This is an optimization exercise on Yosys and OpenROAD, whose aim is small area and a short achievable clock period, not a production implementation.
RTL that was checked went through simulation tests only; none was proved equivalent to the original.
For run 2, only the layout was checked, not whether the RTL still works.

## flow/design.v (module list and top-level ports; edited modules follow where they fit)
// module sig_altmult_add: 1793 lines
module sig_altmult_add
(
	input signed [15:0] dataa, datab, datac, datad,
	input 		clock, aclr,
	output reg 	[32:0] result
);
  // ...
==> flow/flow/run.sh <==
#!/bin/bash
set -uo pipefail
here=$(pwd)
bash standard.sh "SYNTH_ARGS=-noabc" \
  "BUFFER_PORTS_ARGS=-buffer_cell sky130_fd_sc_hd__buf_1" \
  "POST_FLOORPLAN_TCL=$here/flow/upsize.tcl" finish > run_make.log 2>&1
status=$?
tail -20 run_make.log
exit $status
==> flow/flow/upsize.tcl <==
foreach inst [get_cells -quiet {a_r* c_r* m0_* m1_*}] {
  if {[get_property [get_lib_cells -of_objects $inst] name] == "sky130_fd_sc_hd__dfxtp_1"} {
    replace_cell $inst sky130_fd_sc_hd__dfxtp_4
  }
}
==> flow/standard.sh <==
#!/bin/bash
# synth_recipe.tcl (not shown) runs the flow's synth.tcl, then flattens the netlist and writes it again
# the make line also repeats each setting of config.mk as NAME=value (left out here)
make -C /OpenROAD-flow-scripts/flow DESIGN_CONFIG=/design/flow/config.mk WORK_HOME=/design/flow/orfs CLKGATE_MAP_FILE= SYNTH_SCRIPT=/design/flow/synth_recipe.tcl "${@:-finish}"
==> flow/config.mk <==
export PLATFORM = sky130hd
export DESIGN_NAME = sig_altmult_add
export DESIGN_NICKNAME = sig_altmult_add
export VERILOG_FILES = /design/flow/design.v
export SDC_FILE = /design/flow/constraint.sdc
export NUM_CORES = 4
export LEC_CHECK = 0
export CAP_MARGIN = 20
export CORE_MARGIN = 2
export CORE_UTILIZATION = 40
export CTS_BUF_LIST = sky130_fd_sc_hd__clkbuf_16
export CTS_CLUSTER_DIAMETER = 100
export CTS_CLUSTER_SIZE = 28
export SETUP_SLACK_MARGIN = 3.95
export SLEW_MARGIN = 20
==> flow/constraint.sdc <==
create_clock -name core_clock -period 7.0 [get_ports {clock}]
set_input_delay 1.4000 -clock core_clock [delete_from_list [all_inputs] [get_ports {clock}]]
set_output_delay 1.4000 -clock core_clock [all_outputs]
set_load 0.01 [all_outputs]
==> impl_results.md, run 1 <==
- Status: timing/DRC/antenna clean
- Routed via count: 11,730
- Ys Warns: 1
- TritonCTS clock tree: yes
- Count of cell types in the netlist: 54
- Fin. max-slew vios: 0
- N_diodes: 0
- Number of enable flip-flop cells after synthesis: 0
- Met3 Use GR: 0.03646
- Post-synthesis cell count: 1,571
- Later-pin clock latency in the skew report: 0.51 ns
- Hold EP: v2
- Die extent in y: 207.7 um
- Crit path to: s_r[27]
- Wire length on met2: 19,470 um
- Synth top area share: 0.2474
- CP arrival: 3.43 ns
- Seq cells post-synth: 201
- Placed cell count: 2,047
- Stages on worst setup path: 10
- Area grow syn2layout: 8.161%
- Initial antenna violation count: 0
- Largest register FFs: 86
- IO Pins: 99
==> run 2, diff against run 1 <==
--- a/flow/design.v
+++ b/flow/design.v
@@ -3,17 +3,17 @@
 	input signed [15:0] dataa, datab, datac, datad,
 	input 		clock, aclr,
 	output reg 	[32:0] result
 );
   reg [15:0] a_r, c_r;
   reg [7:0] m0_one_r, m0_two_r, m0_neg_r, m1_one_r, m1_two_r, m1_neg_r;
   reg [85:0] t_r;
   reg [32:0] s_r;
-  reg v1, v2;
+  reg v1, v2, v3;
   wire [7:0] one0, two0, neg0;
   wire [7:0] one1, two1, neg1;
   wire m0_pp0_0;
   wire m0_pp0_1;
   wire m0_pp0_2;
   wire m0_pp0_3;
   wire m0_pp0_4;
   wire m0_pp0_5;
@@ -1772,22 +1772,23 @@
     t_r[78] <= c418;
     t_r[79] <= c370;
     t_r[80] <= s371;
     t_r[81] <= s419;
     t_r[82] <= s177;
     t_r[83] <= c292;
     t_r[84] <= c420;
     t_r[85] <= c178;
+    s_r <= sum;
   end
   always @(posedge clock or posedge aclr) begin
     if (aclr) begin
       v1 <= 1'b0;
       v2 <= 1'b0;
-      s_r <= {33{1'b0}};
+      v3 <= 1'b0;
     end else begin
       v1 <= 1'b1;
       v2 <= v1;
-      s_r <= v2 ? sum : {33{1'b0}};
+      v3 <= v2;
     end
   end
-  always @* result = s_r;
+  always @* result = s_r & {33{v3}};
 endmodule
==> run 2 against run 1 <==
  * Still clean on timing, DRC and antenna
  * First-iteration DRC count up 8.2%
  * Via count down 1.4%
  * Cell area down 0.52%
  * Critical path type unchanged
  * Highest routed layer unchanged
==> impl_results.md, run 2 <==
- Status: timing/DRC/antenna clean
- Max incr delay on CP: 0.62 ns
- Routed wire length: 44,100 um
- Worst slew margin: 0.6506
- Clk_skew: 0.02391 ns
- Area grow syn2layout: 8.635%
- Placed cell count: 2,046 (-0.049%)
- Syn nets: 1,895
- TritonCTS clock tree: yes
- Synth top area share: 0.2498 (+0.002392)
- Top Registers: t_r (86), s_r (33)
- Reg clk slew, reported paths: 0.10 ns
- Proportion of layout cells with a drive suffix above 1: 0.09014
- GRT overflow: 0
- Number of enable flip-flop cells after synthesis: 0 (unchanged)
- Most frequent cell after synthesis: xnor2_1
- Initial core utilization: 0.4042
- Cell Area, Synth: 0.01643 sq mm
- GPL Wtd Cong: 0.9091
- Chip width: 206.7 um
- Post-synth top cells: xnor2_1, a22oi_1, fa_1
- Final Hold Vio Count: 0
- Seq cells post-synth: 202 (+0.50%)
- Async set or reset register ratio after synthesis: 0.01485
- Main combinational cell family by area after synthesis: adder cells
- CTS Sinks: 202
- CP arrival: 3.39 ns (-0.04 ns)
- Largest register FFs: 86 (unchanged)
- Dpl hpwl: 32,720 um
- Crit-path most repeated cell: fa_1
- XOR/XNOR share of the synthesized area: 0.1968
- Type of origin of the critical path: flip-flop
- Total CTS buffers: 13
- Register-to-Register Path Depth: 6
- Main area contributors after synthesis: fa_1, dfxtp_1, xnor2_1
- Fin cells: 2,074
- Later-pin clock latency in the skew report: 0.51 ns (about the same)
- GRT Total Usage: 0.2089
- Dpl cell area: 0.01721 sq mm
- Post-synthesis compound-gate area fraction: 0.1478
- Most frequent cells in the layout: xnor2_1, a22oi_1, fa_1
- CTS root buf: clkbuf_16
- Ys Warns: 1 (unchanged)
- CTS Buffer Depth: 3
- Hold slack final: 0.3592 ns
- Crit path capture type: flip-flop
- DRC errors left: 0
- Fin. max-slew vios: 0 (unchanged)
- Post-synthesis cell count: 1,565 (-0.38%)
- CTS H-tree depth: 1
- Tcrit/Tclk final: 0.4275
- Pin count of the biggest net entering global routing: 34
- Finished Core Util: 0.4391
- Number of global-route vias before repair: 11,680
- Top layer in use: met4
- Slowest CP cell: fa_1
- Routed via count: 11,570 (-1.4%)
- Initial antenna violation count: 0 (unchanged)
- HP Class: flip-flop to flip-flop
- Crit Path Class: flip-flop to flip-flop
- Slew @ Worst Pin: 0.5242 ns
- Final WS setup: 4.007 ns
- Register area share after synthesis: 0.2470
- Worst Hold Depth: 0
- DR WL/cell: 21.26 um
- Mean Syn Cell Area: 10.50 sq um
- Maxcap violations: 0
- I/O Buffers: 98
- N_diodes: 0 (unchanged)
- Final setup vio count: 0
- Wire length on met2: 19,290 um (-0.94%)
- Design Area, Final: 0.01785 sq mm
- Placement Setup Slack: 3.845 ns
- Layout net count: 1,866
- Most common cell after layout, fill and taps aside: xnor2_1
- Vias/cell: 5.577
- Crit path max fanout: 17
- Area share of and/or/nand/nor cells after synthesis: 0.05140
- First-pass GRT wire length: 68,960 um
- DRT Pass-1 Iters: 6
- IO Pins: 99 (unchanged)
- Row cnt: 74
- RSZ-0062 raised after global routing: yes
- Total Neg Setup Slack: 0 ns
- Die extent in y: 206.7 um (-0.47%)
- Cell Chain, Critical Path: o21ai_0 > xor2_1 > fa_1 > fa_1 > fa_1 > fa_1
- Area leader, netlist: fa_1
- Top_reg_cell synth: dfxtp_1
- Wl on met1: 19,980 um
- Min Tclk post-route: 2.993 ns
- Count of cell types in the netlist: 50 (-7.4%)
- Synth Area in Adders: 0.3105
- Largest Register: t_r
- Routed wl met3: 3842 um
- CP required: 7.40 ns
- Die footprint: 0.04271 sq mm
- Core footprint: 0.04065 sq mm
- Multiplexer share of the synthesized area: 0
- Fmax: 0.3341 GHz
- Final ANT Viol Nets: 0
- Drt first-iter violations: 1,311
[run 2: changes by cell type in the layout (fill, tap and decap cells not counted), sizes merged, moves of 6 or more]
cell | previous run | this run
dfrtp | 35 | 3
nand3 | 6 | 12
and2 | 8 | 36
dfxtp | 166 | 199
nor2 | 34 | 21
a21o | 15 | 2
inv | 53 | 61
a21oi | 20 | 26
nor3 | 9 | 1
[run 2: worst paths after layout]
kind	from	endpoint	slack, ns
worst max-delay path	m1_one_r[0]	t_r[46]	4.01
worst min-delay path	v2	v3	0.36
worst max register to register	m1_one_r[0]	t_r[46]	4.01
worst min register to register	v2	v3	0.36
max in group asynchronous	aclr	v3	6.15
min in group asynchronous	aclr	v3	0.71
[run 2: per-layer routing]
| metal | vias to the layer above | global-route usage |
|---|---|---|
| met5 | - | 0 |
| met4 | 0 | 0.05587 |
| met3 | 84 | 0.03532 |
| met2 | 562 | 0.3202 |
| met1 | 5722 | 0.3047 |
| li1 | 5199 | - |
[run 2: cell families after synthesis]
logic type | count (synthesis)
adder cells (fa/ha/maj) | 290
AND/OR/NAND/NOR | 160
AO/OA/AOI/OAI | 344
XOR/XNOR | 366
flip-flops | 202
other | 1
buffers and inverters | 202
[run 2: what timing repair did]
item                       CTS  global route
gates resized for setup     12            28
hold buffers                 0             0
setup buffers                2             5
pin swaps                    8            15
setup endpoints to repair   40            38
[run 2: area by class of cell]
class                   instances  area [sq um]
clock buffers                  13         325.3
clock inverters                 8         93.84
fillers                      3816         22800
inverters                      53         198.9
multi-input cells            1161         11780
flip-flops and latches        202          4367
well taps                     532         665.6
repair buffers                105         420.4
[run 2: critical path: cells and delay by family, from the launching register on]
family | cells | cell delay (ns)
adder cells (fa/ha/maj) | 4 | 1.98
AO/OA/AOI/OAI | 1 | 0.25
flip-flops | 1 | 0.43
XOR/XNOR | 1 | 0.21

afterwards: timing with drivers on the ports:
In the flow no input, the clock included, has a driving cell. The finished layouts below were timed again as built, in two steps. Step 1 assumes that a clkbuf_16 drives the clock port and a buf_2 every other input. Step 2 adds t to the input delays and takes it off the output delays; t is the mean of the earliest and latest rising clock arrival at the registers after step 1. Input paths then give back, and output paths get back, about the clock's delay inside the block. a / b / c = ideal ports / drivers / drivers and shift; a / b = the first two.
| run | shift t [ns] | setup WS [ns] | worst setup path at the end | worst slew at a driven data input, ns |
|---|---|---|---|---|
| run 1 | 0.549 | 3.988 / 3.988 / 3.988 | register to register | 0.05 |
| run 2 | 0.546 | 4.007 / 4.007 / 4.007 | register to register | 0.05 |
After both steps setup and hold are still met in every run listed.
